What follows belongs to an exercise in optimizing a design on an open flow for small area, a short achievable clock period and few clock cycles per item; a production flow would make more cautious choices.
Where RTL was checked, it was by simulation tests only, not by an equivalence proof against the original.

==> inputs of build 92 <==
// fm_3d_ru_span_setup
module fm_3d_ru_span_setup (
    clk_core,
    rst_x,
    i_valid,
    i_aa_mode,
    i_x_l,
    i_y_l,
    i_z_l,
    i_iw_l,
    i_param00_l,
    i_param01_l,
    i_param02_l,
    i_param03_l,
    i_param10_l,
    i_param11_l,
    i_param12_l,
    i_param13_l,
    i_x_r,
    i_y_r,
    i_z_r,
    i_iw_r,
    i_param00_r,
    i_param01_r,
    i_param02_r,
    i_param03_r,
    i_param10_r,
    i_param11_r,
    i_param12_r,
    i_param13_r,
    o_ack,
    i_param0_en,
    i_param1_en,
    i_param0_size,
    i_param1_size,
    o_idle,
    o_valid,
    o_aa_mode,
    o_kind,
    o_initial_val,
    o_step_val,
    o_delta_a,
    o_y,
    o_end_flag,
    o_end_x,
    i_busy
);
make LEC_CHECK=0 ABC_AREA=1 CAP_MARGIN=20 CORE_MARGIN=2 CORE_UTILIZATION=40 CTS_BUF_LIST='sky130_fd_sc_hd__clkbuf_4 sky130_fd_sc_hd__clkbuf_8' PLACE_DENSITY=0.6 SETUP_SLACK_MARGIN=5 SLEW_MARGIN=20 finish   # period 10.0 ns
run.sh (not shown) runs the stock make flow with config.mk's settings and CLKGATE_MAP_FILE= SYNTH_SCRIPT=/design/flow/synth_recipe.tcl, a recipe that flattens the netlist after the stock synthesis.
==> trial 39 (differences from build 92) <==
==> flow/flow/run.sh (new file) <==
#!/bin/bash
# The standard layout (the standard.sh: ORFS synthesis to final layout)
# with two changes to how it is built:
#  - the port buffers that placement inserts are the smallest buffer cell
#    instead of ORFS's default choice (the resizer still upsizes them where
#    timing needs it);
#  - clock tree synthesis runs with ORFS's usual arguments and buffer list
#    but without dummy loads.
# Make's output goes to flow_make.log here; ORFS keeps each step's own log
# under orfs/logs/.
set -euo pipefail
bash standard.sh \
  BUFFER_PORTS_ARGS="-buffer_cell sky130_fd_sc_hd__buf_1" \
  CTS_ARGS="-sink_clustering_enable -repair_clock_nets -dont_use_dummy_load -buf_list {sky130_fd_sc_hd__clkbuf_4 sky130_fd_sc_hd__clkbuf_8}" \
  finish > flow_make.log 2>&1
==> flow/standard.sh (new file) <==
#!/bin/bash
# synth_recipe.tcl (not shown) runs the flow's synth.tcl, then flattens the netlist and writes it again
# the make line also repeats each setting of config.mk as NAME=value (left out here)
make -C /OpenROAD-flow-scripts/flow DESIGN_CONFIG=/design/flow/config.mk WORK_HOME=/design/flow/orfs CLKGATE_MAP_FILE= SYNTH_SCRIPT=/design/flow/synth_recipe.tcl "${@:-finish}"
Settings changed: CORE_UTILIZATION 40 to 55, PLACE_DENSITY 0.6 to 0.65.
removed: flow/run.sh
==> build 78 (differences from build 92) <==
--- a/flow/design.v
+++ b/flow/design.v
@@ -1259,16 +1259,14 @@
     reg    [4:0]  r1_xe;
     reg    [4:0]  r1_xd;
     reg    [15:0] r1_xfb;
     reg    [15:0] r1_xfs;
     wire          w_xmag = (i_x_r <= i_x_l);
     wire   [20:0] w_xbig = w_xmag ? i_x_l : i_x_r;
     wire   [20:0] w_xsml = w_xmag ? i_x_r : i_x_l;
-    wire   [4:0]  w_xdlr = i_x_l[20:16] - i_x_r[20:16];
-    wire   [4:0]  w_xdrl = i_x_r[20:16] - i_x_l[20:16];
     always @(posedge clk_core or negedge rst_x) begin
         if (~rst_x) begin
             r1_valid <= 1'b0;
             r1_end <= 1'b0;
         end else if (w_en) begin
             r1_valid <= w_issue;
             r1_end <= r_last;
@@ -1278,24 +1276,22 @@
         if (w_en) begin
             r1_kind <= w_kind;
             r1_l <= w_l;
             r1_r <= w_r;
             r1_mag <= (w_r <= w_l);
             r1_xs  <= w_xmag;
             r1_xe  <= w_xbig[20:16];
-            r1_xd  <= w_xmag ? w_xdlr : w_xdrl;
+            r1_xd  <= w_xbig[20:16] - w_xsml[20:16];
             r1_xfb <= w_xbig[15:0];
             r1_xfs <= w_xsml[15:0];
         end
     end
     wire   [20:0] w_big = r1_mag ? r1_l : r1_r;
     wire   [20:0] w_sml = r1_mag ? r1_r : r1_l;
-    wire   [4:0]  w_dlr = r1_l[20:16] - r1_r[20:16];
-    wire   [4:0]  w_drl = r1_r[20:16] - r1_l[20:16];
-    wire   [4:0]  w_d = r1_mag ? w_dlr : w_drl;
+    wire   [4:0]  w_d = w_big[20:16] - w_sml[20:16];
     wire   [15:0] w_m = w_big[15:0] - (w_sml[15:0] >> w_d);
     wire          w_xfar = (r1_xd[4:1] != 4'd0);
     wire   [15:0] w_xmf = r1_xfb - (r1_xfs >> r1_xd);
     wire   [15:0] w_xmn = r1_xfb - (r1_xd[0] ? {1'b0, r1_xfs[15:1]} : r1_xfs);
     wire   [3:0]  w_xpn = f_prenc(w_xmn);
     reg           r2_valid, r2_end;
     reg    [3:0]  r2_kind;
==> flow/flow/run.sh (new file) <==
#!/bin/bash
# The standard layout (the standard.sh: ORFS synthesis to final layout),
# with the port buffers that placement inserts made the smallest buffer
# cell instead of ORFS's default choice; the resizer still upsizes them
# where timing needs it. Make's output goes to flow_make.log here; ORFS
# keeps each step's own log under orfs/logs/.
set -euo pipefail
bash standard.sh BUFFER_PORTS_ARGS="-buffer_cell sky130_fd_sc_hd__buf_1" finish > flow_make.log 2>&1
==> flow/standard.sh (new file) <==
#!/bin/bash
# synth_recipe.tcl (not shown) runs the flow's synth.tcl, then flattens the netlist and writes it again
# the make line also repeats each setting of config.mk as NAME=value (left out here)
make -C /OpenROAD-flow-scripts/flow DESIGN_CONFIG=/design/flow/config.mk WORK_HOME=/design/flow/orfs CLKGATE_MAP_FILE= SYNTH_SCRIPT=/design/flow/synth_recipe.tcl "${@:-finish}"
Settings changed: CTS_BUF_LIST sky130_fd_sc_hd__clkbuf_4 sky130_fd_sc_hd__clkbuf_8 to unset.
removed: flow/run.sh
==> build 90 (differences from build 92) <==
==> flow/flow/run.sh (new file) <==
#!/bin/bash
# The standard layout (the standard.sh: ORFS synthesis to final layout),
# with the port buffers that placement inserts made the smallest buffer
# cell instead of ORFS's default choice; the resizer still upsizes them
# where timing needs it. Make's output goes to flow_make.log here; ORFS
# keeps each step's own log under orfs/logs/.
set -euo pipefail
bash standard.sh BUFFER_PORTS_ARGS="-buffer_cell sky130_fd_sc_hd__buf_1" finish > flow_make.log 2>&1
==> flow/standard.sh (new file) <==
#!/bin/bash
# synth_recipe.tcl (not shown) runs the flow's synth.tcl, then flattens the netlist and writes it again
# the make line also repeats each setting of config.mk as NAME=value (left out here)
make -C /OpenROAD-flow-scripts/flow DESIGN_CONFIG=/design/flow/config.mk WORK_HOME=/design/flow/orfs CLKGATE_MAP_FILE= SYNTH_SCRIPT=/design/flow/synth_recipe.tcl "${@:-finish}"
Settings changed: CORE_UTILIZATION 40 to 55, PLACE_DENSITY 0.6 to 0.65.
removed: flow/run.sh
==> run summary <==
In trial 39 the non-clock buffer count is higher than in build 78, by 1. In area after synthesis, build 92 and trial 39 do not differ. Via count, lowest first: build 92, build 78, build 90, trial 39. Of trial 39 and build 92, trial 39 has the higher critical path depth (gap 16). Worst hold slack: build 92 < trial 39 < build 90 < build 78. Of build 92 and build 78, build 92 has the higher core utilization (gap 3.6 points). Sequential share of layout area, lowest first: build 92, build 78, build 90, trial 39. Global-route usage: build 78 < build 92 < trial 39 < build 90.
==> figures <==
| metric | build 90 | build 92 | trial 39 | build 78 |
|---|---|---|---|---|
| Routed length per instance | 22.0 µm | 22.6 µm | 22.3 µm | 21.1 µm |
| Grt met2 use | 58.5% | 50.5% | 58.3% | 44.3% |
| Ratio of layout area to synthesized area | 1.117x | 1.223x | 1.104x | 1.134x |
| Antenna Diode Count | 37 | 12 | 40 | 36 |
| Total non-filler cell area in the finished layout | 46700 µm² | 51100 µm² | 46100 µm² | 47400 µm² |
| Routing usage on met1 | 44.9% | 36.5% | 44.9% | 33.4% |
| Die width | 280 µm | 327 µm | 280 µm | 327 µm |
| Number of instances in the synthesized netlist | 5036 | 5036 | 5036 | 5040 |
| Outcome | timing/DRC/antenna clean | timing/DRC/antenna clean | timing/DRC/antenna clean | timing/DRC/antenna clean |
| Die Outline Area | 78200 µm² | 107000 µm² | 78200 µm² | 107000 µm² |
| Post-layout min period | 4780 ps | 4870 ps | 4760 ps | 4950 ps |
| Reg-to-reg startpoint | r_idx[0]$_DFFE_PN0P_ | r3_fl[0]$_SDFFCE_PP0N_ | r_idx[0]$_DFFE_PN0P_ | r4_dt[12]$_SDFFCE_PP0N_ |
| Fraction of standard cell area in multi-input logic | 47.0% | 43.1% | 47.5% | 46.4% |
| Worst-case register-to-register setup slack | 5220 ps | 5280 ps | 5240 ps | 5240 ps |
| Fraction of synthesized area in multiplexers | 0.620% | 0.620% | 0.620% | 0.638% |
| Placed inst area | 44500 µm² | 48600 µm² | 44500 µm² | 45000 µm² |
| Layout clock area frac | 3.75% | 3.83% | 2.57% | 4.20% |
| Hold WS | 391 ps | 376 ps | 385 ps | 413 ps |
| CTS resizes | 10 | 18 | 14 | 9 |
Testbench counts of build 92, summed over its fixed seeds: cycles 37,798, spans 4,800.
Testbench counts of trial 39, summed over its fixed seeds: cycles 37,798, spans 4,800.
Testbench counts of build 90, summed over its fixed seeds: cycles 37,798, spans 4,800.
The RTL of build 78 was laid out without a check of its function.

separate check: timing with driven ports:
How much do the figures lean on ideal ports? The routed layouts below were timed once more, with nothing changed but the port constraints. Step 1, drivers: a clkbuf_16 drives clk_core and a buf_2 each remaining input, both assumed. Step 2 also shifts input and output timing later by t, the mid clock arrival at the registers, as if the neighbouring blocks saw the same clock. Slacks: no drivers / after step 1 / after step 2; pairs: no drivers / after step 1.
| run | t, ns | setup slack, ns | hold slack, ns | latest minus earliest clock arrival (ns) | slew at the worst register clock pin (ns) |
|---|---|---|---|---|---|
| build 92 | 0.776 | 5.130 / 5.071 / 4.738 | 0.376 / 0.376 / 0.376 | 0.067 / 0.067 | 0.06 / 0.06 |
| trial 39 | 0.754 | 5.237 / 5.237 / 4.748 | 0.385 / 0.385 / 0.385 | 0.092 / 0.092 | 0.07 / 0.07 |
| build 78 | 0.736 | 5.049 / 4.976 / 4.636 | 0.413 / 0.413 / 0.413 | 0.078 / 0.079 | 0.07 / 0.07 |
| build 90 | 0.787 | 5.220 / 5.220 / 4.724 | 0.391 / 0.391 / 0.391 | 0.066 / 0.067 | 0.07 / 0.07 |
After both steps setup and hold are still met in every run listed. For build 90, which loses most, drivers alone change the setup slack by 0.000 ns; drivers and shift together by -0.496 ns.
